What follows belongs to an exercise in optimizing a design on an open flow for small area and a short achievable clock period; a production flow would make more cautious choices. Function was checked by simulation only, so behaviour that the tests miss may differ from the original. No run shown here takes its clock network from TritonCTS; it comes from the design's own scripts or RTL. The clock input has no modelled driver; a real chip could not lean on it and would need a root buffer or a full tree.

--- design/flow/constraint.sdc ---
create_clock -name core_clock -period 5.0 [get_ports {clk}]
set_input_delay 1.0000 -clock core_clock [delete_from_list [all_inputs] [get_ports {clk}]]
set_output_delay 1.0000 -clock core_clock [all_outputs]
set_load 0.01 [all_outputs]
--- design/flow/standard.sh ---
#!/bin/bash
# synth_recipe.tcl (not shown) runs the flow's synth.tcl, then flattens the netlist and writes it again
# the make line also repeats each setting of config.mk as NAME=value (left out here)
make -C /OpenROAD-flow-scripts/flow DESIGN_CONFIG=/design/flow/config.mk WORK_HOME=/design/flow/orfs CLKGATE_MAP_FILE= SYNTH_SCRIPT=/design/flow/synth_recipe.tcl "${@:-finish}"
--- design/flow/flow/clock.tcl ---
# POST_CTS hook: replace the clock tree that CTS built with a flat one.
# The clock port drives CLK_NBUF buffers (CLK_BUF) straight, each of which
# drives the clock pins of one group of flip-flops; the groups split the
# flip-flops by place, by halving the longer side in turn. Every flip-flop is
# one buffer from the port, the same number of stages as all the others.
set block [ord::get_db_block]
set db [ord::get_db]
set nbuf [expr {[info exists ::env(CLK_NBUF)] ? $::env(CLK_NBUF) : 4}]
set bufname [expr {[info exists ::env(CLK_BUF)] ? $::env(CLK_BUF) : "sky130_fd_sc_hd__clkbuf_16"}]
set bufm [$db findMaster $bufname]
set clknet [[$block findBTerm $::env(CLK_PORT)] getNet]

# the flip-flops' clock pins
set sinks {}
foreach inst [$block getInsts] {
  if {[[$inst getMaster] isSequential]} {
    set it [$inst findITerm CLK]
    if {$it ne "NULL"} { lappend sinks $it }
  }
}
# the clock tree's cells: everything reachable from the port net that is not a flip-flop
set tree {}
set nets [list $clknet]
set seen [dict create]
while {[llength $nets]} {
  set net [lindex $nets 0]
  set nets [lrange $nets 1 end]
  foreach it [$net getITerms] {
    set inst [$it getInst]
    if {[[$inst getMaster] isSequential]} continue
    if {![$it isInputSignal]} continue
    set n [$inst getName]
    if {[dict exists $seen $n]} continue
    dict set seen $n 1
    lappend tree $inst
    foreach o [$inst getITerms] {
      if {[$o isOutputSignal] && [$o getNet] ne "NULL"} { lappend nets [$o getNet] }
    }
  }
}
puts "clock.tcl: [llength $sinks] flip-flops, removing [llength $tree] clock tree cells"
foreach it $sinks { $it disconnect }
set oldnets {}
foreach inst $tree {
  foreach o [$inst getITerms] {
    if {[$o isOutputSignal] && [$o getNet] ne "NULL"} { lappend oldnets [$o getNet] }
  }
  odb::dbInst_destroy $inst
}
foreach net [lsort -unique $oldnets] {
  if {$net ne $clknet && [llength [$net getITerms]] == 0 && [llength [$net getBTerms]] == 0} { odb::dbNet_destroy $net }
}

proc loc {it} {
  set b [[$it getInst] getBBox]
  return [list [expr {([$b xMin] + [$b xMax]) / 2}] [expr {([$b yMin] + [$b yMax]) / 2}]]
}
# split groups by halving until there are nbuf of them
set groups [list $sinks]
while {[llength $groups] < $nbuf} {
  # split the largest group
  set bi 0
  for {set i 0} {$i < [llength $groups]} {incr i} {
    if {[llength [lindex $groups $i]] > [llength [lindex $groups $bi]]} { set bi $i }
  }
  set g [lindex $groups $bi]
  set pts {}
  foreach it $g { lappend pts [concat [loc $it] [list $it]] }
  set xs [lsort -integer [lmap p $pts {lindex $p 0}]]
  set ys [lsort -integer [lmap p $pts {lindex $p 1}]]
  set dx [expr {[lindex $xs end] - [lindex $xs 0]}]
  set dy [expr {[lindex $ys end] - [lindex $ys 0]}]
  set k [expr {$dx >= $dy ? 0 : 1}]
  set pts [lsort -integer -index $k $pts]
  set h [expr {[llength $pts] / 2}]
  set a [lmap p [lrange $pts 0 [expr {$h - 1}]] {lindex $p 2}]
  set b [lmap p [lrange $pts $h end] {lindex $p 2}]
  set groups [lreplace $groups $bi $bi $a $b]
}
set i 0
foreach g $groups {
  set sx 0; set sy 0
  foreach it $g { lassign [loc $it] x y; incr sx $x; incr sy $y }
  set cx [expr {$sx / [llength $g]}]
  set cy [expr {$sy / [llength $g]}]
  set inst [odb::dbInst_create $block $bufm "clkbuf_flat_$i"]
  set net [odb::dbNet_create $block "clknet_flat_$i"]
  $net setSigType CLOCK
  $inst setLocation [expr {$cx - [$bufm getWidth] / 2}] [expr {$cy - [$bufm getHeight] / 2}]
  $inst setPlacementStatus PLACED
  [$inst findITerm A] connect $clknet
  [$inst findITerm X] connect $net
  foreach it $g { $it connect $net }
  puts "clock.tcl: buffer $i drives [llength $g] flip-flops at ($cx, $cy)"
  incr i
}
$clknet setSigType CLOCK
detailed_placement
check_placement -verbose
estimate_parasitics -placement
set_propagated_clock [all_clocks]
report_clock_skew
report_checks -path_delay max -format end -group_path_count 5
--- design/flow/config.mk ---
export PLATFORM = sky130hd
export DESIGN_NAME = fibonacci
export DESIGN_NICKNAME = fibonacci
export VERILOG_FILES = /design/flow/design.v
export SDC_FILE = /design/flow/constraint.sdc
export NUM_CORES = 4
export LEC_CHECK = 0
export CAP_MARGIN = 20
export CORE_MARGIN = 2
export CORE_UTILIZATION = 40
export SETUP_SLACK_MARGIN = 3.3
export SLEW_MARGIN = 20
export SYNTH_HIERARCHICAL = 1
--- design/flow/flow/downsize.tcl ---
# POST_FLOORPLAN hook: set every logic cell to the smallest cell of its kind
# (same function, other drive strength), so that later timing repair sizes up
# only the cells that need it.
set db [ord::get_db]
set block [ord::get_db_block]
set masters [dict create]
foreach lib [$db getLibs] {
  foreach m [$lib getMasters] {
    set n [$m getName]
    if {[regexp {^(sky130_fd_sc_hd__[a-z0-9]+)_([0-9]+)$} $n -> base drive]} {
      dict lappend masters $base $m
    }
  }
}
set dont [expr {[info exists ::env(DONT_USE_CELLS)] ? $::env(DONT_USE_CELLS) : ""}]
set changed 0
foreach inst [$block getInsts] {
  set m [$inst getMaster]
  if {[$m isSequential]} continue
  set n [$m getName]
  if {![regexp {^(sky130_fd_sc_hd__[a-z0-9]+)_([0-9]+)$} $n -> base drive]} continue
  if {![dict exists $masters $base]} continue
  set best $m
  foreach c [dict get $masters $base] {
    if {[lsearch -exact $dont [$c getName]] >= 0} continue
    if {[$c getWidth] < [$best getWidth]} { set best $c }
  }
  if {$best ne $m} {
    $inst swapMaster $best
    incr changed
  }
}
puts "downsize.tcl: $changed cells set to their smallest size"
--- design/flow/flow/run.sh ---
#!/bin/bash
# Own layout flow: the standard ORFS flow (standard.sh, with the standard
# synthesis), with these changes:
#  - ports get the small buffer buf_1 (timing repair may size it up);
#  - timing repair only sizes cells up and swaps pins (SETUP_MOVE_SEQUENCE);
#  - after floorplan, logic cells start at their smallest size (downsize.tcl),
#    so that timing repair sizes up only what needs it;
#  - after CTS, the clock tree is replaced with a flat one (clock.tcl): the
#    clock port drives a few clock buffers, each driving a group of flip-flops.
# ORFS writes each step's full log under orfs/logs/; make's own output goes to
# flow_make.log in the work folder.
set -euo pipefail
cd "$(dirname "$0")/.."
W=$PWD
export CLK_PORT=clk
export CLK_NBUF=${CLK_NBUF:-4}
export CLK_BUF=${CLK_BUF:-sky130_fd_sc_hd__clkbuf_16}
# timing repair only resizes cells and swaps pins: no new buffers
SEQ=${SEQ:-sizeup,swap}
bash standard.sh \
  "BUFFER_PORTS_ARGS=-buffer_cell sky130_fd_sc_hd__buf_1" \
  "CTS_ARGS=-sink_clustering_enable -repair_clock_nets -dont_use_dummy_load" \
  "POST_FLOORPLAN_TCL=$W/flow/downsize.tcl" \
  "POST_CTS_TCL=$W/flow/clock.tcl" \
  "SETUP_MOVE_SEQUENCE=$SEQ" \
  finish > flow_make.log 2>&1
--- design/flow/design.v ---
module fibonacci(clk, rstn, val);
input clk;
input rstn;
output [31:0] val;
reg [15:0] pl;
reg [15:1] vl;
reg vl0_n;
reg [15:0] vh, ph;
reg c, f_n;
wire [15:0] lo;   
wire lo_c;
wire [15:0] hi;
wire hi_c;
fib_add_lo u_lo (.a({vl, vl0_n}), .b(pl), .ci(f_n), .s(lo), .co(lo_c));
fib_add_hi u_hi (.a(vh), .b(ph), .ci(c), .s(hi), .co(hi_c));
assign val = {vh, pl};
always @(posedge clk or negedge rstn)
begin
    if (!rstn) begin
        pl    <= 16'd0;
        vl    <= 15'd0;
        vl0_n <= 1'b0;
        vh    <= 16'd0;
        ph    <= 16'd0;
        c     <= 1'b0;
        f_n   <= 1'b0;
    end else begin
        vl    <= {lo[15:2], lo[1] | ~f_n};
        vl0_n <= lo[0] | ~f_n;
        c     <= lo_c;
        pl    <= {vl, ~vl0_n};
        vh    <= hi;
        ph    <= vh;
        f_n   <= 1'b1;
    end
end
endmodule
module fib_add_lo(a, b, ci, s, co);
    input [15:0] a, b;
    input ci;
    output [15:0] s;
    output co;
    wire w1, w2, w3, w4, w5, w6, w7, w8, w9, w10, w11, w12, w13, w14, w15, w16, w17, w18, w19, w20, w21, w22, w23, w24, w25, w26, w27, w28, w29, w30, w31, w32, w33, w34, w35, w36, w37, w38, w39, w40, w41, w42, w43, w44, w45, w46, w47, w48, w49, w50, w51, w52, w53, w54, w55, w56, w57, w58, w59, w60, w61, w62, w63, w64, w65, w66, w67, w68, w69, w70, w71, w72, w73, w74, w75, w76, w77, w78, w79, w80, w81, w82, w83, w84, w85, w86, w87, w88, w89, w90;
    fib_nand2b g1 (.a(a[0]), .b(b[0]), .y(w1));
    fib_nor2b g2 (.a(b[0]), .b(a[0]), .y(w2));
    fib_nor2b g3 (.a(w2), .b(w1), .y(w3));
    fib_nand2 g4 (.a(a[1]), .b(b[1]), .y(w4));
    fib_nor2 g5 (.a(a[1]), .b(b[1]), .y(w5));
    fib_nor2b g6 (.a(w5), .b(w4), .y(w6));
    fib_nand2 g7 (.a(a[2]), .b(b[2]), .y(w7));
    fib_nor2 g8 (.a(a[2]), .b(b[2]), .y(w8));
    fib_nor2b g9 (.a(w8), .b(w7), .y(w9));
    fib_nand2 g10 (.a(a[3]), .b(b[3]), .y(w10));
    fib_nor2 g11 (.a(a[3]), .b(b[3]), .y(w11));
    fib_nor2b g12 (.a(w11), .b(w10), .y(w12));
    fib_nand2 g13 (.a(a[4]), .b(b[4]), .y(w13));
    fib_nor2 g14 (.a(a[4]), .b(b[4]), .y(w14));
    fib_nor2b g15 (.a(w14), .b(w13), .y(w15));
    fib_nand2 g16 (.a(a[5]), .b(b[5]), .y(w16));
    fib_nor2 g17 (.a(a[5]), .b(b[5]), .y(w17));
    fib_nor2b g18 (.a(w17), .b(w16), .y(w18));
    fib_nand2 g19 (.a(a[6]), .b(b[6]), .y(w19));
    fib_nor2 g20 (.a(a[6]), .b(b[6]), .y(w20));
    fib_nor2b g21 (.a(w20), .b(w19), .y(w21));
    fib_nand2 g22 (.a(a[7]), .b(b[7]), .y(w22));
    fib_nor2 g23 (.a(a[7]), .b(b[7]), .y(w23));
    fib_nor2b g24 (.a(w23), .b(w22), .y(w24));
    fib_nand2 g25 (.a(a[8]), .b(b[8]), .y(w25));
    fib_nor2 g26 (.a(a[8]), .b(b[8]), .y(w26));
    fib_nor2b g27 (.a(w26), .b(w25), .y(w27));
    fib_nand2 g28 (.a(a[9]), .b(b[9]), .y(w28));
    fib_nor2 g29 (.a(a[9]), .b(b[9]), .y(w29));
    fib_nor2b g30 (.a(w29), .b(w28), .y(w30));
    fib_nand2 g31 (.a(a[10]), .b(b[10]), .y(w31));
    fib_nor2 g32 (.a(a[10]), .b(b[10]), .y(w32));
    fib_nor2b g33 (.a(w32), .b(w31), .y(w33));
    fib_nand2 g34 (.a(a[11]), .b(b[11]), .y(w34));
    fib_nor2 g35 (.a(a[11]), .b(b[11]), .y(w35));
    fib_nor2b g36 (.a(w35), .b(w34), .y(w36));
    fib_nand2 g37 (.a(a[12]), .b(b[12]), .y(w37));
    fib_nor2 g38 (.a(a[12]), .b(b[12]), .y(w38));
    fib_nor2b g39 (.a(w38), .b(w37), .y(w39));
    fib_nand2 g40 (.a(a[13]), .b(b[13]), .y(w40));
    fib_nor2 g41 (.a(a[13]), .b(b[13]), .y(w41));
    fib_nor2b g42 (.a(w41), .b(w40), .y(w42));
    fib_nand2 g43 (.a(a[14]), .b(b[14]), .y(w43));
    fib_nor2 g44 (.a(a[14]), .b(b[14]), .y(w44));
    fib_nor2b g45 (.a(w44), .b(w43), .y(w45));
    fib_nand2 g46 (.a(a[15]), .b(b[15]), .y(w46));
    fib_nor2 g47 (.a(a[15]), .b(b[15]), .y(w47));
    fib_nor2b g48 (.a(w47), .b(w46), .y(w48));
    fib_oai21 g49 (.a(w5), .b(w1), .c(w4), .y(w49));
    fib_oai21 g50 (.a(w11), .b(w7), .c(w10), .y(w50));
    fib_nor2 g51 (.a(w11), .b(w8), .y(w51));
    fib_oai21 g52 (.a(w17), .b(w13), .c(w16), .y(w52));
    fib_nor2 g53 (.a(w17), .b(w14), .y(w53));
    fib_oai21 g54 (.a(w23), .b(w19), .c(w22), .y(w54));
    fib_nor2 g55 (.a(w23), .b(w20), .y(w55));
    fib_oai21 g56 (.a(w29), .b(w25), .c(w28), .y(w56));
    fib_nor2 g57 (.a(w29), .b(w26), .y(w57));
    fib_oai21 g58 (.a(w35), .b(w31), .c(w34), .y(w58));
    fib_nor2 g59 (.a(w35), .b(w32), .y(w59));
    fib_oai21 g60 (.a(w41), .b(w37), .c(w40), .y(w60));
    fib_nor2 g61 (.a(w41), .b(w38), .y(w61));
    fib_oai21 g62 (.a(w47), .b(w43), .c(w46), .y(w62));
    fib_nor2 g63 (.a(w47), .b(w44), .y(w63));
    fib_aoi21 g64 (.a(w51), .b(w49), .c(w50), .y(w64));
    fib_aoi21 g65 (.a(w55), .b(w52), .c(w54), .y(w65));
    fib_nand2 g66 (.a(w55), .b(w53), .y(w66));
    fib_aoi21 g67 (.a(w59), .b(w56), .c(w58), .y(w67));
    fib_nand2 g68 (.a(w59), .b(w57), .y(w68));
    fib_aoi21 g69 (.a(w63), .b(w60), .c(w62), .y(w69));
    fib_nand2 g70 (.a(w63), .b(w61), .y(w70));
    fib_oai21 g71 (.a(w66), .b(w64), .c(w65), .y(w71));
    fib_oai21 g72 (.a(w70), .b(w67), .c(w69), .y(w72));
    fib_nor2 g73 (.a(w70), .b(w68), .y(w73));
    fib_aoi21 g74 (.a(w73), .b(w71), .c(w72), .y(w74));
    fib_inv g75 (.a(w71), .y(w75));
    fib_oai21 g76 (.a(w68), .b(w75), .c(w67), .y(w76));
    fib_inv g77 (.a(w64), .y(w77));
    fib_aoi21 g78 (.a(w53), .b(w77), .c(w52), .y(w78));
    fib_aoi21 g79 (.a(w57), .b(w71), .c(w56), .y(w79));
    fib_aoi21 g80 (.a(w61), .b(w76), .c(w60), .y(w80));
    fib_inv g81 (.a(w49), .y(w81));
    fib_oai21 g82 (.a(w8), .b(w81), .c(w7), .y(w82));
    fib_oai21 g83 (.a(w14), .b(w64), .c(w13), .y(w83));
    fib_oai21 g84 (.a(w20), .b(w78), .c(w19), .y(w84));
    fib_inv g85 (.a(w71), .y(w85));
    fib_oai21 g86 (.a(w26), .b(w85), .c(w25), .y(w86));
    fib_oai21 g87 (.a(w32), .b(w79), .c(w31), .y(w87));
    fib_inv g88 (.a(w76), .y(w88));
    fib_oai21 g89 (.a(w38), .b(w88), .c(w37), .y(w89));
    fib_oai21 g90 (.a(w44), .b(w80), .c(w43), .y(w90));
    fib_inv g91 (.a(w3), .y(s[0]));
    fib_xnor2 g92 (.a(w6), .b(w1), .y(s[1]));
    fib_xor2 g93 (.a(w9), .b(w49), .y(s[2]));
    fib_xor2 g94 (.a(w12), .b(w82), .y(s[3]));
    fib_xnor2 g95 (.a(w15), .b(w64), .y(s[4]));
    fib_xor2 g96 (.a(w18), .b(w83), .y(s[5]));
    fib_xnor2 g97 (.a(w21), .b(w78), .y(s[6]));
    fib_xor2 g98 (.a(w24), .b(w84), .y(s[7]));
    fib_xor2 g99 (.a(w27), .b(w71), .y(s[8]));
    fib_xor2 g100 (.a(w30), .b(w86), .y(s[9]));
    fib_xnor2 g101 (.a(w33), .b(w79), .y(s[10]));
    fib_xor2 g102 (.a(w36), .b(w87), .y(s[11]));
    fib_xor2 g103 (.a(w39), .b(w76), .y(s[12]));
    fib_xor2 g104 (.a(w42), .b(w89), .y(s[13]));
    fib_xnor2 g105 (.a(w45), .b(w80), .y(s[14]));
    fib_xor2 g106 (.a(w48), .b(w90), .y(s[15]));
    fib_inv g107 (.a(w74), .y(co));
endmodule
module fib_add_hi(a, b, ci, s, co);
    input [15:0] a, b;
    input ci;
    output [15:0] s;
    output co;
    wire w1, w2, w3, w4, w5, w6, w7, w8, w9, w10, w11, w12, w13, w14, w15, w16, w17, w18, w19, w20, w21, w22, w23, w24, w25, w26, w27, w28, w29, w30, w31, w32, w33, w34, w35, w36, w37, w38, w39, w40, w41, w42, w43, w44, w45, w46, w47, w48, w49, w50, w51, w52, w53, w54, w55, w56, w57, w58, w59, w60, w61, w62, w63, w64, w65, w66, w67, w68, w69, w70, w71, w72, w73, w74, w75, w76, w77, w78, w79, w80, w81, w82, w83, w84, w85, w86, w87, w88, w89, w90, w91, w92;
    fib_nand2 g1 (.a(a[0]), .b(b[0]), .y(w1));
    fib_nor2 g2 (.a(a[0]), .b(b[0]), .y(w2));
    fib_nor2b g3 (.a(w2), .b(w1), .y(w3));
    fib_nand2 g4 (.a(a[1]), .b(b[1]), .y(w4));
    fib_nor2 g5 (.a(a[1]), .b(b[1]), .y(w5));
    fib_nor2b g6 (.a(w5), .b(w4), .y(w6));
    fib_nand2 g7 (.a(a[2]), .b(b[2]), .y(w7));
    fib_nor2 g8 (.a(a[2]), .b(b[2]), .y(w8));
    fib_nor2b g9 (.a(w8), .b(w7), .y(w9));
    fib_nand2 g10 (.a(a[3]), .b(b[3]), .y(w10));
    fib_nor2 g11 (.a(a[3]), .b(b[3]), .y(w11));
    fib_nor2b g12 (.a(w11), .b(w10), .y(w12));
    fib_nand2 g13 (.a(a[4]), .b(b[4]), .y(w13));
    fib_nor2 g14 (.a(a[4]), .b(b[4]), .y(w14));
    fib_nor2b g15 (.a(w14), .b(w13), .y(w15));
    fib_nand2 g16 (.a(a[5]), .b(b[5]), .y(w16));
    fib_nor2 g17 (.a(a[5]), .b(b[5]), .y(w17));
    fib_nor2b g18 (.a(w17), .b(w16), .y(w18));
    fib_nand2 g19 (.a(a[6]), .b(b[6]), .y(w19));
    fib_nor2 g20 (.a(a[6]), .b(b[6]), .y(w20));
    fib_nor2b g21 (.a(w20), .b(w19), .y(w21));
    fib_nand2 g22 (.a(a[7]), .b(b[7]), .y(w22));
    fib_nor2 g23 (.a(a[7]), .b(b[7]), .y(w23));
    fib_nor2b g24 (.a(w23), .b(w22), .y(w24));
    fib_nand2 g25 (.a(a[8]), .b(b[8]), .y(w25));
    fib_nor2 g26 (.a(a[8]), .b(b[8]), .y(w26));
    fib_nor2b g27 (.a(w26), .b(w25), .y(w27));
    fib_nand2 g28 (.a(a[9]), .b(b[9]), .y(w28));
    fib_nor2 g29 (.a(a[9]), .b(b[9]), .y(w29));
    fib_nor2b g30 (.a(w29), .b(w28), .y(w30));
    fib_nand2 g31 (.a(a[10]), .b(b[10]), .y(w31));
    fib_nor2 g32 (.a(a[10]), .b(b[10]), .y(w32));
    fib_nor2b g33 (.a(w32), .b(w31), .y(w33));
    fib_nand2 g34 (.a(a[11]), .b(b[11]), .y(w34));
    fib_nor2 g35 (.a(a[11]), .b(b[11]), .y(w35));
    fib_nor2b g36 (.a(w35), .b(w34), .y(w36));
    fib_nand2 g37 (.a(a[12]), .b(b[12]), .y(w37));
    fib_nor2 g38 (.a(a[12]), .b(b[12]), .y(w38));
    fib_nor2b g39 (.a(w38), .b(w37), .y(w39));
    fib_nand2 g40 (.a(a[13]), .b(b[13]), .y(w40));
    fib_nor2 g41 (.a(a[13]), .b(b[13]), .y(w41));
    fib_nor2b g42 (.a(w41), .b(w40), .y(w42));
    fib_nand2 g43 (.a(a[14]), .b(b[14]), .y(w43));
    fib_nor2 g44 (.a(a[14]), .b(b[14]), .y(w44));
    fib_nor2b g45 (.a(w44), .b(w43), .y(w45));
    fib_nand2 g46 (.a(a[15]), .b(b[15]), .y(w46));
    fib_nor2 g47 (.a(a[15]), .b(b[15]), .y(w47));
    fib_nor2b g48 (.a(w47), .b(w46), .y(w48));
    fib_inv g49 (.a(ci), .y(w49));
    fib_oai21 g50 (.a(w2), .b(w49), .c(w1), .y(w50));
    fib_oai21 g51 (.a(w8), .b(w4), .c(w7), .y(w51));
    fib_nor2 g52 (.a(w8), .b(w5), .y(w52));
    fib_oai21 g53 (.a(w14), .b(w10), .c(w13), .y(w53));
    fib_nor2 g54 (.a(w14), .b(w11), .y(w54));
    fib_oai21 g55 (.a(w20), .b(w16), .c(w19), .y(w55));
    fib_nor2 g56 (.a(w20), .b(w17), .y(w56));
    fib_oai21 g57 (.a(w26), .b(w22), .c(w25), .y(w57));
    fib_nor2 g58 (.a(w26), .b(w23), .y(w58));
    fib_oai21 g59 (.a(w32), .b(w28), .c(w31), .y(w59));
    fib_nor2 g60 (.a(w32), .b(w29), .y(w60));
    fib_oai21 g61 (.a(w38), .b(w34), .c(w37), .y(w61));
    fib_nor2 g62 (.a(w38), .b(w35), .y(w62));
    fib_oai21 g63 (.a(w44), .b(w40), .c(w43), .y(w63));
    fib_nor2 g64 (.a(w44), .b(w41), .y(w64));
    fib_aoi21 g65 (.a(w52), .b(w50), .c(w51), .y(w65));
    fib_aoi21 g66 (.a(w56), .b(w53), .c(w55), .y(w66));
    fib_nand2 g67 (.a(w56), .b(w54), .y(w67));
    fib_aoi21 g68 (.a(w60), .b(w57), .c(w59), .y(w68));
    fib_nand2 g69 (.a(w60), .b(w58), .y(w69));
    fib_aoi21 g70 (.a(w64), .b(w61), .c(w63), .y(w70));
    fib_nand2 g71 (.a(w64), .b(w62), .y(w71));
    fib_oai21 g72 (.a(w67), .b(w65), .c(w66), .y(w72));
    fib_oai21 g73 (.a(w71), .b(w68), .c(w70), .y(w73));
    fib_nor2 g74 (.a(w71), .b(w69), .y(w74));
    fib_aoi21 g75 (.a(w74), .b(w72), .c(w73), .y(w75));
    fib_inv g76 (.a(w72), .y(w76));
    fib_oai21 g77 (.a(w69), .b(w76), .c(w68), .y(w77));
    fib_inv g78 (.a(w65), .y(w78));
    fib_aoi21 g79 (.a(w54), .b(w78), .c(w53), .y(w79));
    fib_aoi21 g80 (.a(w58), .b(w72), .c(w57), .y(w80));
    fib_aoi21 g81 (.a(w62), .b(w77), .c(w61), .y(w81));
    fib_inv g82 (.a(w50), .y(w82));
    fib_oai21 g83 (.a(w5), .b(w82), .c(w4), .y(w83));
    fib_oai21 g84 (.a(w11), .b(w65), .c(w10), .y(w84));
    fib_oai21 g85 (.a(w17), .b(w79), .c(w16), .y(w85));
    fib_inv g86 (.a(w72), .y(w86));
    fib_oai21 g87 (.a(w23), .b(w86), .c(w22), .y(w87));
    fib_oai21 g88 (.a(w29), .b(w80), .c(w28), .y(w88));
    fib_inv g89 (.a(w77), .y(w89));
    fib_oai21 g90 (.a(w35), .b(w89), .c(w34), .y(w90));
    fib_oai21 g91 (.a(w41), .b(w81), .c(w40), .y(w91));
    fib_oai21 g92 (.a(w47), .b(w75), .c(w46), .y(w92));
    fib_xor2 g93 (.a(w3), .b(ci), .y(s[0]));
    fib_xor2 g94 (.a(w6), .b(w50), .y(s[1]));
    fib_xor2 g95 (.a(w9), .b(w83), .y(s[2]));
    fib_xnor2 g96 (.a(w12), .b(w65), .y(s[3]));
    fib_xor2 g97 (.a(w15), .b(w84), .y(s[4]));
    fib_xnor2 g98 (.a(w18), .b(w79), .y(s[5]));
    fib_xor2 g99 (.a(w21), .b(w85), .y(s[6]));
    fib_xor2 g100 (.a(w24), .b(w72), .y(s[7]));
    fib_xor2 g101 (.a(w27), .b(w87), .y(s[8]));
    fib_xnor2 g102 (.a(w30), .b(w80), .y(s[9]));
    fib_xor2 g103 (.a(w33), .b(w88), .y(s[10]));
    fib_xor2 g104 (.a(w36), .b(w77), .y(s[11]));
    fib_xor2 g105 (.a(w39), .b(w90), .y(s[12]));
    fib_xnor2 g106 (.a(w42), .b(w81), .y(s[13]));
    fib_xor2 g107 (.a(w45), .b(w91), .y(s[14]));
    fib_xnor2 g108 (.a(w48), .b(w75), .y(s[15]));
    assign co = w92;
endmodule
module fib_inv(a, y);
    input a;
    output y;
    assign y = ~a;
endmodule
module fib_nand2(a, b, y);
    input a, b;
    output y;
    assign y = ~(a & b);
endmodule
module fib_nor2(a, b, y);
    input a, b;
    output y;
    assign y = ~(a | b);
endmodule
module fib_xor2(a, b, y);
    input a, b;
    output y;
    assign y = a ^ b;
endmodule
module fib_xnor2(a, b, y);
    input a, b;
    output y;
    assign y = ~(a ^ b);
endmodule
module fib_nand2b(a, b, y);
    input a, b;
    output y;
    assign y = ~(~a & b);
endmodule
module fib_nor2b(a, b, y);
    input a, b;
    output y;
    assign y = ~(a | ~b);
endmodule
module fib_aoi21(a, b, c, y);
    input a, b, c;
    output y;
    assign y = ~((a & b) | c);
endmodule
module fib_oai21(a, b, c, y);
    input a, b, c;
    output y;
    assign y = ~((a | b) & c);
endmodule
==> results of run 1 <==
## registers in the layout, indices dropped and copies added (netlist names)
signal and cells:
f_n 1, vl0_n 1, vl 15, ph 16
c 1, vh 16, pl 16
## routing by layer
layer | global-route usage (%) | vias to the layer above
li1 | - | 981
met1 | 15.27 | 910
met2 | 20.40 | 25
met3 | 2.465 | 5
met4 | 4.104 | 0
met5 | 0 | -
## metrics by stage
step	setup slack, ns	hold slack, ns	util (%)
6_report	3.277	0.3971	44.51
5_1_grt	3.159	0.4144	44.51
3_5_place_dp	2.407	0.3837	39.97
3_3_place_gp	2.485	0.3784	39.97
2_1_floorplan	3.227	0.3751	-
## cell type report
type / count / area share [%]
Tap cell: 102 / 3.769
Sequential cell: 66 / 48.82
Multi-Input combinational cell: 204 / 36.40
Timing Repair Buffer: 34 / 6.504
Buffer: 4 / 2.956
Inverter: 14 / 1.552
## worst reg2reg max path, cell delays in order, from the launching register on
cell and delay [ns]:
dfrtp_1 0.41, nor2_1 0.19, nor2_2 0.08, a21oi_4 0.22, o21ai_4 0.10, inv_2 0.08, o21ai_4 0.07, a21oi_2 0.21
o21ai_2 0.07, xor2_1 0.15
## worst paths after layout
check	startpoint	endpoint	slack [ns]	depth (start not counted)
setup / recovery	vh[0]$_DFF_PN0_	val[16]	3.28	1
hold / removal	vl[15]$_DFF_PN0_	pl[15]$_DFF_PN0_	0.40	0
setup reg to reg	vh[1]$_DFF_PN0_	vh[14]$_DFF_PN0_	3.31	9
hold reg to reg	vl[15]$_DFF_PN0_	pl[15]$_DFF_PN0_	0.40	0
max in group asynchronous	rstn	ph[7]$_DFF_PN0_	3.54	2
min in group asynchronous	rstn	vl[11]$_DFF_PN0_	0.81	1
==> impl_results.md, run 1 <==
* Metal2 WL at 2289 um
* Critical Path AT at roughly 0.7 ns
* Mean post-synth cell area at ~11 um2
* # placed instances at 420
* Critical path type: reg -> out
* Initial core utilization at approximately two fifths
* Highest-count cells in the layout ignoring fill and taps: 65 x dfrtp_1, 42 x nor2_1, 37 x nand2_1, 33 x nor2b_1, 25 x o21ai_1
* DR top layer: met4
* Largest net degree at the start of global routing at 36
* Synth-to-layout area growth at 9.644%
* N_diodes at 0
* Multi-input logic area at 1232 um2
* Detail Route Antenna Nets at 0
* Syn nets at 286
* Drt drc at 0
* Most common cell after layout, fill and taps aside: dfrtp_1
* Nets@finish at approximately 330
* Critical path startpoint category: flip-flop
* Via density at ~4.5
* Final hold vios at 0
* Initial DRC Count at 26
* Crit. End Element: output port
* Global-route wire length before repair at 8293 um
* Synthesized instance count at between 200 and 300
* Hpwl dp at ~3300 um
* Crit Path Max Fanout at 4
* Total die area at about 8400 um2
* Core Area at roughly 7600 um2
* Die width at around 90 um
* Final Slew Violations at 0
* CP Buf/Inv Count at 1
* Skew-Pair Late Insertion Delay at 0.14 ns
* Period utilisation layout at about 34%
* Clock sinks at 66
* Vias in the first global route at 1,923
* FF+latch area at 1653 um2
* RSZ-0062 raised after global routing: true
* Vias at about 1.9k
* Fillers at about 750
* Final setup violating endpoints at 0
* Non-filler cells, final at 424
* Synth warnings at 7
* Die H at approximately 92 um
* Req. time, crit path at around 4.0 ns
* Mapped cell area at 3088 um2
* Wire length on met3 at roughly 170 um
* WL final at ~4700 um
* Setup Skew at about 0.011 ns
* Max incr delay on CP at around 0.45 ns
* Gpl congestion at approximately 0.77
* Clk slew on worst S/H paths at about 0.070 ns
* Final TNS setup at 0 ns
* Layout cells sized above 1 at 18.32%
* IO Pins at 34
* Std cell rows at 32
* CP cell instances: buf_6
* Status: no timing/DRC/antenna violations
* DRT met1 WL at around 2200 um
* Gr usage total at between 10% and 20%
* Hold WC Path Type: reg -> reg
* Max-capacitance violation count at 0
* Pre-antenna DRT Iters at 4
* CP max-delay cell: dfrtp_2
* WL/cell at roughly 11 um
* Min cycle time layout at roughly 1.7 ns
* IO Port Bufs at 33
* Crit-path leading delay family: flip-flops
* Fin area at approximately 3400 um2
* Placed inst area at between 3000 and 4000 um2
* Fmax achieved at approximately 0.58 GHz
* Initial antenna violation count at 0
* Total congestion overflow at 0
==> run 2: changes to the inputs <==
--- a/design/flow/config.mk
+++ b/design/flow/config.mk
@@ -9,3 +9,4 @@
 export CORE_MARGIN = 2
-export CORE_UTILIZATION = 40
+export CORE_UTILIZATION = 65
+export PLACE_DENSITY = 0.75
 export SETUP_SLACK_MARGIN = 3.3
==> impl_results.md, run 2 <==
* Gpl congestion at 0.7623
* Synth warnings at 7
* Mean post-synth cell area at around 11 um2
* Fillers at between 300 and 400
* Std cell rows at 25
* Min cycle time layout at between 1.5 and 2 ns
* Pre-antenna DRT Iters at 4
* Most common cell after layout, fill and taps aside: dfrtp_1
* WL final at 5021 um
* Final Slew Violations at 0
* Total congestion overflow at 0
* Largest net degree at the start of global routing at 67
* Crit Path Max Fanout at 5
* IO Port Bufs at 33
* Nets@finish at 326
* Synthesized instance count at about 280
* Initial DRC Count at 67
* RSZ-0062 raised after global routing: true
* Hold WC Path Type: reg -> reg
* CP Buf/Inv Count at 1
* Req. time, crit path at ~5 ns
* Critical path startpoint category: flip-flop
* IO Pins at 34
* Highest-count cells in the layout ignoring fill and taps: 62 x dfrtp_1, 36 x nor2_1, 35 x nand2_1, 33 x nor2b_1, 26 x o21ai_1
* Synth-to-layout area growth at 8.387%
* Hpwl dp at 3121 um
* Slew of the pin with the lowest slew margin at 0.5722 ns
* Max incr delay on CP at between 0.3 and 0.4 ns
* Status: no timing/DRC/antenna violations
* Core Area at 4661 um2
* Initial antenna violation count at 0
* Max-capacitance violation count at 0
* Syn nets at around 290
* Fin Hold WS at about 0.4 ns
* Final hold vios at 0
* Die width at between 70 and 80 um
* Final TNS setup at 0 ns
* Critical Path AT at 1.89 ns
* Crit-path leading delay family: compound AO/OA/AOI/OAI gates
* Final setup violating endpoints at 0
* Drt drc at 0
* Total die area at ~5300 um2
* Mapped cell area at between 3000 and 4000 um2
* WL/cell at roughly 13 um
* Fmax achieved at around 0.55 GHz
* Initial core utilization at between 60% and 70%
* CP max-delay cell: dfrtp_1
* N_diodes at 0
* Vias at about 2.0k
* Critical path type: reg -> reg
* Gr usage total at between 10% and 20%
* Layout cells sized above 1 at ~22%
* Worst slew margin at 61.85%
* Crit. End Element: flip-flop
* CP cell instances: nand2b_4 > o21ai_4 > a21oi_4 > o21ai_4 > inv_2 > o21ai_4 > a21oi_2 > o21ai_1 > xor2_1
* Die H at 72.93 um
* Vias in the first global route at roughly 1.9k
* Skew-Pair Late Insertion Delay at about 0.14 ns
* # placed instances at roughly 370
* Global-route wire length before repair at 7741 um
* Top Registers: ph (16), pl (16), vh (16)
* Clk slew on worst S/H paths at roughly 0.070 ns
* Via density at ~5.3
* Clock sinks at 66
* Non-filler cells, final at 376
* Period utilisation layout at a little under two fifths
* Setup Skew at 0.008602 ns
* Detail Route Antenna Nets at 0
* Most frequent CP cell: o21ai_4
* Worst reg-to-reg setup slack at 3.17 ns
[run 2: cell types whose count changed in the layout (fill, tap and decap cells not counted), sizes merged]
cell    delta
buf        -5
clkbuf     +5
[run 2: area by class of cell]
cell class,count,area (um2),share of cell area [%]
Inverter,14,52.55,1.570
Multi-Input combinational cell,204,1285,38.39
Buffer,4,100.1,2.991
Timing Repair Buffer,34,185.2,5.533
Tap cell,54,67.56,2.019
Sequential cell,66,1657,49.50
[run 2: worst paths after layout]
kind / startpoint / end / cells past startpoint
min reg2reg: vl[12]$_DFF_PN0_ / pl[12]$_DFF_PN0_ / 0
min in group asynchronous: rstn / ph[5]$_DFF_PN0_ / 2
max reg2reg: vl0_n$_DFF_PN0_ / vl[15]$_DFF_PN0_ / 9
max in group asynchronous: rstn / vh[0]$_DFF_PN0_ / 2
max: vl0_n$_DFF_PN0_ / vl[15]$_DFF_PN0_ / 9
min: vl[12]$_DFF_PN0_ / pl[12]$_DFF_PN0_ / 0
[run 2: worst reg2reg max path, delay by kind of cell (launching register included)]
kind	cells	cell delay [ns]
DFF	1	0.39
buffers and inverters	1	0.07
and+or+nand+nor	1	0.17
xor gates and xnor gates	1	0.16
AOI/OAI and AO/OA	6	0.99
[run 2: through the flow]
| stage | worst slack (ns) | utilization, % | instance area (um2) |
|---|---|---|---|
| floorplan | 3.227 | - | 3120 |
| global route | 3.064 | 71.81 | 3347 |
| finish | 3.166 | 71.81 | 3347 |
| detailed placement | 2.482 | 63.95 | 2980 |
| global placement | 2.548 | 63.95 | 2980 |
[run 2: metal layers]
| layer | global-route usage, % | share of wire [%] |
|---|---|---|
| met1 | 22.83 | 42 |
| met2 | 33.33 | 54 |
| met3 | 3.315 | 2.6 |
| met4 | 6.996 | 1.9 |
| met5 | 0 | 0 |

==> port drivers added, routing unchanged <==
How much do the figures lean on ideal ports? The routed layouts below were timed once more, with nothing changed but the port constraints. Step 1: set_driving_cell puts a clkbuf_16 on clk and a buf_2 on each other input, an assumption about the parent block. Step 2 adds t to the input delays and takes it off the output delays; t is the mean of the earliest and latest rising clock arrival at the registers after step 1. Input paths then give back, and output paths get back, about the clock's delay inside the block. a / b / c = no drivers / after step 1 / after step 2; a / b = the first two.
run | t, ns | setup WS [ns] | worst hold slack (ns) | cell pins on the clock port's net
run 1 | 0.209 | 3.277 / 3.204 / 3.307 | 0.397 / 0.397 / 0.397 | 4
run 2 | 0.206 | 3.166 / 3.166 / 3.166 | 0.398 / 0.398 / 0.398 | 4
After both steps every run listed still meets setup and hold.
